Background: an optimization exercise with open tools, aiming at small area. Do not read the settings as production practice. The RTL was checked by simulation tests, not by an equivalence proof against the original design. No activity file was given, so power comes from the tool's default toggle rates.

old:
## axi_s_to_fifos
module axi_s_to_fifos #(
    parameter integer FIFO_DEPTH = 32,
    parameter integer C_DATA_WIDTH = 32
)(
    input  logic                     clk,
    input  logic                     nrst,
    input  logic [31:0]  awaddr,
    input  logic [3:0]               awprot,
    input  logic                     awvalid,
    output logic                     awready,
    input  logic [C_DATA_WIDTH-1:0]  wdata,
    input  logic [C_DATA_WIDTH/8-1:0] wstrb,
    input  logic                     wvalid,
    output logic                     wready,
    output logic [1:0]               bresp,
    output logic                     bvalid,
    input  logic                     bready,
    input  logic [31:0]  araddr,
    input  logic [3:0]               arprot,
    input  logic                     arvalid,
    output logic                     arready,
    output logic [C_DATA_WIDTH-1:0]  rdata,
    output logic [1:0]               rresp,
    output logic                     rvalid,
    input  logic                     rready,
    input logic [C_DATA_WIDTH-1:0]  fifo_wdata,
    output logic                    fifo_full,
    output logic                    fifo_almost_full,
    input logic                     fifo_wena,
    output logic [C_DATA_WIDTH-1:0] fifo_rdata,
    output logic                    fifo_empty,
    output logic                    fifo_almost_empty,
    input logic                     fifo_rena
);
Size in the first run: ~3700 cells after synthesis, about 230 I/O pins, ~0.067 mm² of cells after synthesis.
export LEC_CHECK = 0
export CAP_MARGIN = 20
export CORE_MARGIN = 2
export CORE_UTILIZATION = 80
export SLEW_MARGIN = 20
export SYNTH_HIERARCHICAL = 1
export SYNTH_MINIMUM_KEEP_SIZE = 0
create_clock -name core_clock -period 8.0 [get_ports {clk}]
standard.sh (not shown) runs the stock make flow with config.mk's settings and CLKGATE_MAP_FILE= SYNTH_SCRIPT=/design/flow/synth_recipe.tcl, a recipe that flattens the netlist after the stock synthesis.
==> flow/flow/run.sh <==
#!/bin/bash
# Standard ORFS layout (the standard.sh, synthesis unchanged) with:
#  - single-stage buf_1 port buffers instead of the default delay buffers
#  - clkbuf_8 leaf clusters of at most 18 sinks, and no dummy loads in CTS
set -euo pipefail
export BUFFER_PORTS_ARGS="-buffer_cell sky130_fd_sc_hd__buf_1"
export CTS_ARGS="-sink_clustering_enable -repair_clock_nets -dont_use_dummy_load -buf_list sky130_fd_sc_hd__clkbuf_8 -sink_clustering_size 18 -sink_clustering_max_diameter 40"
bash standard.sh > standard_run.log 2>&1
For new, these inputs were changed with respect to old:
diff --git a/flow/design.v b/flow/design.v
--- a/flow/design.v
+++ b/flow/design.v
@@ -185,20 +185,50 @@
     generate
         for (gd = 0; gd < FIFO_DEPTH; gd++) begin : g_dec
             axi_s_to_fifos_and2 u_sel_r (.a(sel_r_lo[(gd + 1) % 8]), .b(sel_r_hi[(gd + 1) / 8]), .y(sel_r[gd]));
             axi_s_to_fifos_and2 u_sel_w (.a(sel_w_lo[gd % 8]), .b(sel_w_hi[gd / 8]), .y(sel_w[gd]));
         end
     endgenerate
     axi_s_to_fifos_ohmux #(.N(FIFO_DEPTH), .W(DW)) u_mux_r (.sel(sel_r), .d(mem_r), .y(rd_r));
     axi_s_to_fifos_ohmux33 #(.W(DW)) u_mux_w (.sel(sel_w), .d(mem_w), .sel_x(byp_w), .x(wdata_reg), .y(rd_w));
+    logic [FIFO_DEPTH-1:0][DW-1:0] mem_w_nx;
+    genvar gp;
+    generate
+        for (gp = 0; gp < FIFO_DEPTH; gp++) begin : g_ring
+            if (WPOS[gp]) begin : g_wpt
+                wire keep = ~wr_w[gp];
+                for (genvar b = 0; b < DW; b++) begin : g_b
+                    axi_s_to_fifos_ao22 u_sel (
+                        .a1(wr_w[gp]), .a2(wdata_reg[b]),
+                        .b1(keep),     .b2(mem_w[(gp + FIFO_DEPTH - 1) % FIFO_DEPTH][b]),
+                        .y(mem_w_nx[gp][b]));
+                end
+            end else begin : g_pass
+                assign mem_w_nx[gp] = mem_w[(gp + FIFO_DEPTH - 1) % FIFO_DEPTH];
+            end
+        end
+    endgenerate
+    logic [FIFO_DEPTH-1:0][DW-1:0] mem_r_nx;
+    logic [FIFO_DEPTH-1:0][DW-1:0] mem_r_in;
+    wire  hold_r = ~push_r;
+    assign mem_r_in = {mem_r[FIFO_DEPTH-2:0], fifo_wdata};
+    generate
+        for (gp = 0; gp < FIFO_DEPTH; gp++) begin : g_shift
+            for (genvar b = 0; b < DW; b++) begin : g_b
+                axi_s_to_fifos_ao22 u_sel (
+                    .a1(push_r), .a2(mem_r_in[gp][b]),
+                    .b1(hold_r), .b2(mem_r[gp][b]),
+                    .y(mem_r_nx[gp][b]));
+            end
+        end
+    endgenerate
     always_ff @(posedge clk) begin
-        if (push_r) mem_r <= {mem_r[FIFO_DEPTH-2:0], fifo_wdata};
-        for (int p = 0; p < FIFO_DEPTH; p++)
-            mem_w[p] <= wr_w[p] ? wdata_reg : mem_w[(p + FIFO_DEPTH - 1) % FIFO_DEPTH];
+        mem_r <= mem_r_nx;
+        mem_w <= mem_w_nx;
     end
     assign rdata      = rd_r | {{(DW-4){1'b0}}, st};
     assign fifo_rdata = rd_w;
 endmodule
 module axi_s_to_fifos_ohmux #(
     parameter integer N = 32,
     parameter integer W = 32
 )(
@@ -284,16 +314,22 @@
     assign y = ~&g;
 endmodule
 module axi_s_to_fifos_aoi222 (
     input  logic a0, b0, a1, b1, a2, b2,
     output logic y
 );
     assign y = ~((a0 & b0) | (a1 & b1) | (a2 & b2));
 endmodule
+module axi_s_to_fifos_ao22 (
+    input  logic a1, a2, b1, b2,
+    output logic y
+);
+    assign y = (a1 & a2) | (b1 & b2);
+endmodule
 module axi_s_to_fifos_nand2 (
     input  logic a, b,
     output logic y
 );
     assign y = ~(a & b);
 endmodule
 module axi_s_to_fifos_and2 (
     input  logic a, b,
--- outcome ---
- The initial detailed-routing violation count in old is 0.805 times that in new.
- new ends up with lower die outline width than old does.
- From old to new the numbers moved as follows: power share of the sequential group went down; count of standard-cell rows went down; total wire length after detailed routing went up.

[what the ideal ports hide]
No port has a modelled driver above. Below, the same layouts with a new extraction and two added sets of constraints.
Step 1: set_driving_cell puts a clkbuf_16 on clk and a buf_2 on each other input, an assumption about the parent block.
Step 2 times the ports against the registers' clock, not the clock port: input delays grow and output delays shrink by t, the midpoint of the rising clock arrivals with the driver on.
a / b / c = no drivers / after step 1 / after step 2; a / b = the first two.
run | shift t [ns] | setup WS [ns] | clock arrival spread, ns
old | 0.909 | 1.320 / 1.251 / 2.161 | 0.073 / 0.073
new | 0.921 | 0.985 / 0.915 / 1.836 | 0.148 / 0.147
After both steps setup and hold are still met in every run listed.
